From an optimization exercise on the open Yosys and OpenROAD flow, aimed at small area and a short achievable clock period; shortcuts taken in it are not production practice. The RTL was checked by simulation tests, not by an equivalence proof against the original design.

Design top, start of the top module:
module top #(parameter m = 7) (
    input clk,
    input signed [m-1:0] noise_in,
    output reg signed [2*m-1:0] filter_out
);
export LEC_CHECK = 0
export CAP_MARGIN = 20
export CORE_MARGIN = 2
export CORE_UTILIZATION = 65
export CTS_BUF_LIST = sky130_fd_sc_hd__clkbuf_4
export SLEW_MARGIN = 20
export SYNTH_HIERARCHICAL = 1
create_clock -name core_clock -period 10.0 [get_ports {clk}]
standard.sh (not shown) runs the stock make flow with config.mk's settings and CLKGATE_MAP_FILE= SYNTH_SCRIPT=/design/flow/synth_recipe.tcl, a recipe that flattens the netlist after the stock synthesis.
==> flow/flow/run.sh <==
#!/bin/bash
# The standard ORFS layout with these changes:
# * the port buffers are buf_4 cells instead of the delay buffer that
#   buffer_ports picks by default (about half a nanosecond on every input);
# * from clock-tree synthesis on, the standard repair_timing steps aim for
#   6.95 ns of setup slack, resizing and swapping pins only, so that the few
#   paths from the input port get larger gates; the constraints (10 ns clock,
#   2 ns input and output delays) are unchanged;
# * clock-tree synthesis inserts no dummy loads (cells that only add load to
#   balance the tree: about 200 um2 of this small design's area);
# * after floorplanning, logic cells that synthesis gave a drive strength
#   above 1 are set back to drive 1 (flow/downsize.tcl); repair upsizes them
#   again where needed.
set -euo pipefail
export BUFFER_PORTS_ARGS="-buffer_cell sky130_fd_sc_hd__buf_4"
export CTS_ARGS="-sink_clustering_enable -repair_clock_nets -buf_list sky130_fd_sc_hd__clkbuf_4 -dont_use_dummy_load"
bash standard.sh floorplan > standard_floorplan.log 2>&1
ODB=orfs/results/sky130hd/top/base/2_floorplan.odb openroad -no_init -exit flow/downsize.tcl > downsize.log 2>&1
bash standard.sh place > standard_place.log 2>&1
export SETUP_SLACK_MARGIN=6.95
export SETUP_MOVE_SEQUENCE=sizeup,swap
bash standard.sh finish > standard_finish.log 2>&1
==> flow/flow/downsize.tcl <==
# After floorplanning: every logic cell that synthesis mapped to a drive
# strength above 1 becomes the drive-1 cell of the same function; the later
# repair steps upsize again wherever slew, load or timing call for it.
set odb $::env(ODB)
read_db $odb
set db [ord::get_db]
set n 0
foreach inst [[ord::get_db_block] getInsts] {
  set m [[$inst getMaster] getName]
  if {[regexp {^(sky130_fd_sc_hd__(a21oi|o21ai|nor2b|nand2b|nor2|nand2|xor2|xnor2|inv|a21o|o21a|and2|or2|and2b))_([2-9]|1[0-9])$} $m -> base]} {
    set small [$db findMaster ${base}_1]
    if {$small ne "NULL" && $small ne ""} {
      if {[$inst swapMaster $small]} { incr n }
    }
  }
}
puts "downsized $n cells"
write_db $odb
The starting point completed without violations.
Next try:
==> flow/flow/run.sh (replaced) <==
#!/bin/bash
# The standard ORFS layout with two changes:
# * the port buffers are buf_4 cells instead of the delay buffer that
#   buffer_ports picks by default (about half a nanosecond on every input);
# * from clock-tree synthesis on, the standard repair_timing steps aim for
#   6.95 ns of setup slack, resizing and swapping pins only, so that the few
#   paths from the input port get larger gates; the constraints (10 ns clock,
#   2 ns input and output delays) are unchanged;
# * clock-tree synthesis inserts no dummy loads (cells that only add load to
#   balance the tree: about 200 um2 of this small design's area).
set -euo pipefail
export BUFFER_PORTS_ARGS="-buffer_cell sky130_fd_sc_hd__buf_4"
export CTS_ARGS="-sink_clustering_enable -repair_clock_nets -buf_list sky130_fd_sc_hd__clkbuf_4 -dont_use_dummy_load"
bash standard.sh place > standard_place.log 2>&1
export SETUP_SLACK_MARGIN=6.95
export SETUP_MOVE_SEQUENCE=sizeup,swap
bash standard.sh finish > standard_finish.log 2>&1
Settings changed: CORE_UTILIZATION 65 to 60.
removed: flow/flow/downsize.tcl
Outcome: The changed run completed with no timing, DRC or antenna violations. Final cell count came out higher by 3.6%. Maximum frequency came out higher by 2.6%. Clock skew came out lower by 0.011 ns. Synthesized cell count stays the same. Worst hold slack improves by 0.022 ns. First-iteration DRC count came out lower by 24%. Routed wire length came out lower by 3.5%. Design area came out higher by 0.95%. Utilization came out lower by 4.3 points. Via count came out lower by 0.68%. Setup slack improves by 0.077 ns.
Next try:
==> flow/flow/run.sh (replaced) <==
#!/bin/bash
# The standard ORFS layout with two changes:
# * the port buffers are buf_4 cells instead of the delay buffer that
#   buffer_ports picks by default (about half a nanosecond on every input);
# * from clock-tree synthesis on, the standard repair_timing steps aim for
#   6.95 ns of setup slack, resizing and swapping pins only, so that the few
#   paths from the input port get larger gates; the constraints (10 ns clock,
#   2 ns input and output delays) are unchanged.
set -euo pipefail
export BUFFER_PORTS_ARGS="-buffer_cell sky130_fd_sc_hd__buf_4"
bash standard.sh place > standard_place.log 2>&1
export SETUP_SLACK_MARGIN=6.95
export SETUP_MOVE_SEQUENCE=sizeup,swap
bash standard.sh finish > standard_finish.log 2>&1
What happened: Synthesized area stays the same. Register-to-register slack hardly moves. Die area is unchanged.
Next try:
==> flow/flow/run.sh (replaced) <==
#!/bin/bash
# The standard ORFS layout with two changes:
# * the port buffers are buf_4 cells instead of the delay buffer that
#   buffer_ports picks by default (about half a nanosecond on every input);
# * from clock-tree synthesis on, the standard repair_timing steps aim for
#   6.9 ns of setup slack, resizing and swapping pins only, so that the few
#   paths from the input port get larger gates; the constraints (10 ns clock,
#   2 ns input and output delays) are unchanged;
# * clock-tree synthesis inserts no dummy loads (cells that only add load to
#   balance the tree: about 200 um2 of this small design's area).
set -euo pipefail
export BUFFER_PORTS_ARGS="-buffer_cell sky130_fd_sc_hd__buf_4"
export CTS_ARGS="-sink_clustering_enable -repair_clock_nets -buf_list sky130_fd_sc_hd__clkbuf_4 -dont_use_dummy_load"
bash standard.sh place > standard_place.log 2>&1
export SETUP_SLACK_MARGIN=6.9
export SETUP_MOVE_SEQUENCE=sizeup,swap
bash standard.sh finish > standard_finish.log 2>&1
Effect:
- The new run ran to the end with no violations
- hold slack stays flat
- via count drops by 2.4%
- utilization drops by 2.6 points
- die area stays the same
- wire length drops by 3.1%
- design area drops by 3.7%
- setup slack hardly moves
- final cell count drops by 2.3%

========
Another version of the RTL of top (not shown whole).
Size: roughly 510 cells after synthesis, ~120 flip-flops, about 22 I/O pins.
Settings: LEC_CHECK=0, CAP_MARGIN=20, CORE_MARGIN=2, CORE_UTILIZATION=60, CTS_BUF_LIST=sky130_fd_sc_hd__clkbuf_4, SLEW_MARGIN=20, SYNTH_HIERARCHICAL=1; clock period 10.0 ns.
==> flow/flow/run.sh <==
#!/bin/bash
# The standard ORFS layout, with one change: the port buffers are buf_4
# cells instead of the delay buffer that buffer_ports picks by default, which
# puts about half a nanosecond on every path from an input.
set -euo pipefail
export BUFFER_PORTS_ARGS="-buffer_cell sky130_fd_sc_hd__buf_4"
export SETUP_SLACK_MARGIN=6.9
export SETUP_MOVE_SEQUENCE=sizeup,swap
bash standard.sh finish > standard.log 2>&1
Next try:
--- a/flow/flow/run.sh
+++ b/flow/flow/run.sh
@@ -5,5 +5,3 @@
 set -euo pipefail
 export BUFFER_PORTS_ARGS="-buffer_cell sky130_fd_sc_hd__buf_4"
-export SETUP_SLACK_MARGIN=6.9
-export SETUP_MOVE_SEQUENCE=sizeup,swap
 bash standard.sh finish > standard.log 2>&1
Design area falls by about 2%.
Wire length fell by 0.95%.
Critical path depth stays the same.
Cell count does not change.
Setup slack is worse by 0.12 ns.

========
top, a different RTL version from the one above (not shown whole).
Size: about 450 cells after synthesis.
Settings: LEC_CHECK=0, CAP_MARGIN=20, CORE_MARGIN=2, CORE_UTILIZATION=60, CTS_BUF_LIST=sky130_fd_sc_hd__clkbuf_4, SLEW_MARGIN=20, SYNTH_HIERARCHICAL=1; clock period 10.0 ns.
==> flow/flow/run.sh <==
#!/bin/bash
# The standard ORFS layout with these changes:
# * the port buffers are buf_4 cells instead of the delay buffer that
#   buffer_ports picks by default (about half a nanosecond on every input);
# * from clock-tree synthesis on, the standard repair_timing steps aim for
#   6.95 ns of setup slack, resizing and swapping pins only, so that the few
#   paths from the input port get larger gates; the constraints (10 ns clock,
#   2 ns input and output delays) are unchanged;
# * clock-tree synthesis inserts no dummy loads (cells that only add load to
#   balance the tree: about 200 um2 of this small design's area);
# * after floorplanning, logic cells that synthesis gave a drive strength
#   above 1 are set back to drive 1 (flow/downsize.tcl); repair upsizes them
#   again where needed.
set -euo pipefail
export BUFFER_PORTS_ARGS="-buffer_cell sky130_fd_sc_hd__buf_4"
export CTS_ARGS="-sink_clustering_enable -repair_clock_nets -buf_list sky130_fd_sc_hd__clkbuf_4 -dont_use_dummy_load"
bash standard.sh floorplan > standard_floorplan.log 2>&1
ODB=orfs/results/sky130hd/top/base/2_floorplan.odb openroad -no_init -exit flow/downsize.tcl > downsize.log 2>&1
bash standard.sh place > standard_place.log 2>&1
export SETUP_SLACK_MARGIN=6.95
export SETUP_MOVE_SEQUENCE=sizeup,swap,split
bash standard.sh finish > standard_finish.log 2>&1
==> flow/flow/downsize.tcl <==
# After floorplanning: every logic cell that synthesis mapped to a drive
# strength above 1 becomes the drive-1 cell of the same function; the later
# repair steps upsize again wherever slew, load or timing call for it.
set odb $::env(ODB)
read_db $odb
set db [ord::get_db]
set n 0
foreach inst [[ord::get_db_block] getInsts] {
  set m [[$inst getMaster] getName]
  if {[regexp {^(sky130_fd_sc_hd__(a21oi|o21ai|nor2b|nand2b|nor2|nand2|xor2|xnor2|inv|a21o|o21a|and2|or2|and2b))_([2-9]|1[0-9])$} $m -> base]} {
    set small [$db findMaster ${base}_1]
    if {$small ne "NULL" && $small ne ""} {
      if {[$inst swapMaster $small]} { incr n }
    }
  }
}
puts "downsized $n cells"
write_db $odb
Next try:
--- a/flow/flow/run.sh
+++ b/flow/flow/run.sh
@@ -6 +6 @@
-#   6.95 ns of setup slack, resizing and swapping pins only, so that the few
+#   7.0 ns of setup slack, resizing and swapping pins only, so that the few
@@ -20,2 +20,2 @@
-export SETUP_SLACK_MARGIN=6.95
-export SETUP_MOVE_SEQUENCE=sizeup,swap,split
+export SETUP_SLACK_MARGIN=7.0
+export SETUP_MOVE_SEQUENCE=sizeup,swap
Non-clock buffer count does not change.
Via count barely changes.
Synthesized cell count does not change.
Final area rises by 1.0%.
Wire length barely changes.

afterwards: timing with drivers on the ports:
In the flow no input, the clock included, has a driving cell. The finished layouts below were timed again as built, in two steps. Step 1, drivers: a clkbuf_16 drives clk and a buf_2 each remaining input, both assumed. Step 2, shift: input delay + t, output delay - t, t = (earliest + latest rising clock arrival at the registers) / 2. This alone moves slack from input paths to output paths. Slacks: ideal ports / drivers / drivers and shift; pairs: ideal ports / drivers.
| run | shift t [ns] | slack for setup (ns) | clock arrival spread, ns |
|---|---|---|---|
| the first run of note 1 | 0.495 | 6.905 / 6.913 / 6.418 | 0.059 / 0.058 |
| the second run of note 1 | 0.532 | 6.982 / 6.984 / 6.457 | 0.035 / 0.035 |
| the third run of note 1 | 0.548 | 6.932 / 6.939 / 6.391 | 0.018 / 0.018 |
| the fourth run of note 1 | 0.536 | 6.934 / 6.941 / 6.405 | 0.036 / 0.036 |
| the first run of note 2 | 0.561 | 6.954 / 6.957 / 6.396 | 0.021 / 0.020 |
| the second run of note 2 | 0.558 | 6.830 / 6.837 / 6.279 | 0.009 / 0.010 |
| the first run of note 3 | 0.514 | 6.955 / 6.952 / 6.438 | 0.034 / 0.033 |
| the second run of note 3 | 0.513 | 6.980 / 6.960 / 6.447 | 0.033 / 0.034 |
After both steps every run listed still meets setup and hold. The setup slack of the first run of note 2, which loses most, moves by +0.003 ns with the drivers and by -0.558 ns with both steps.
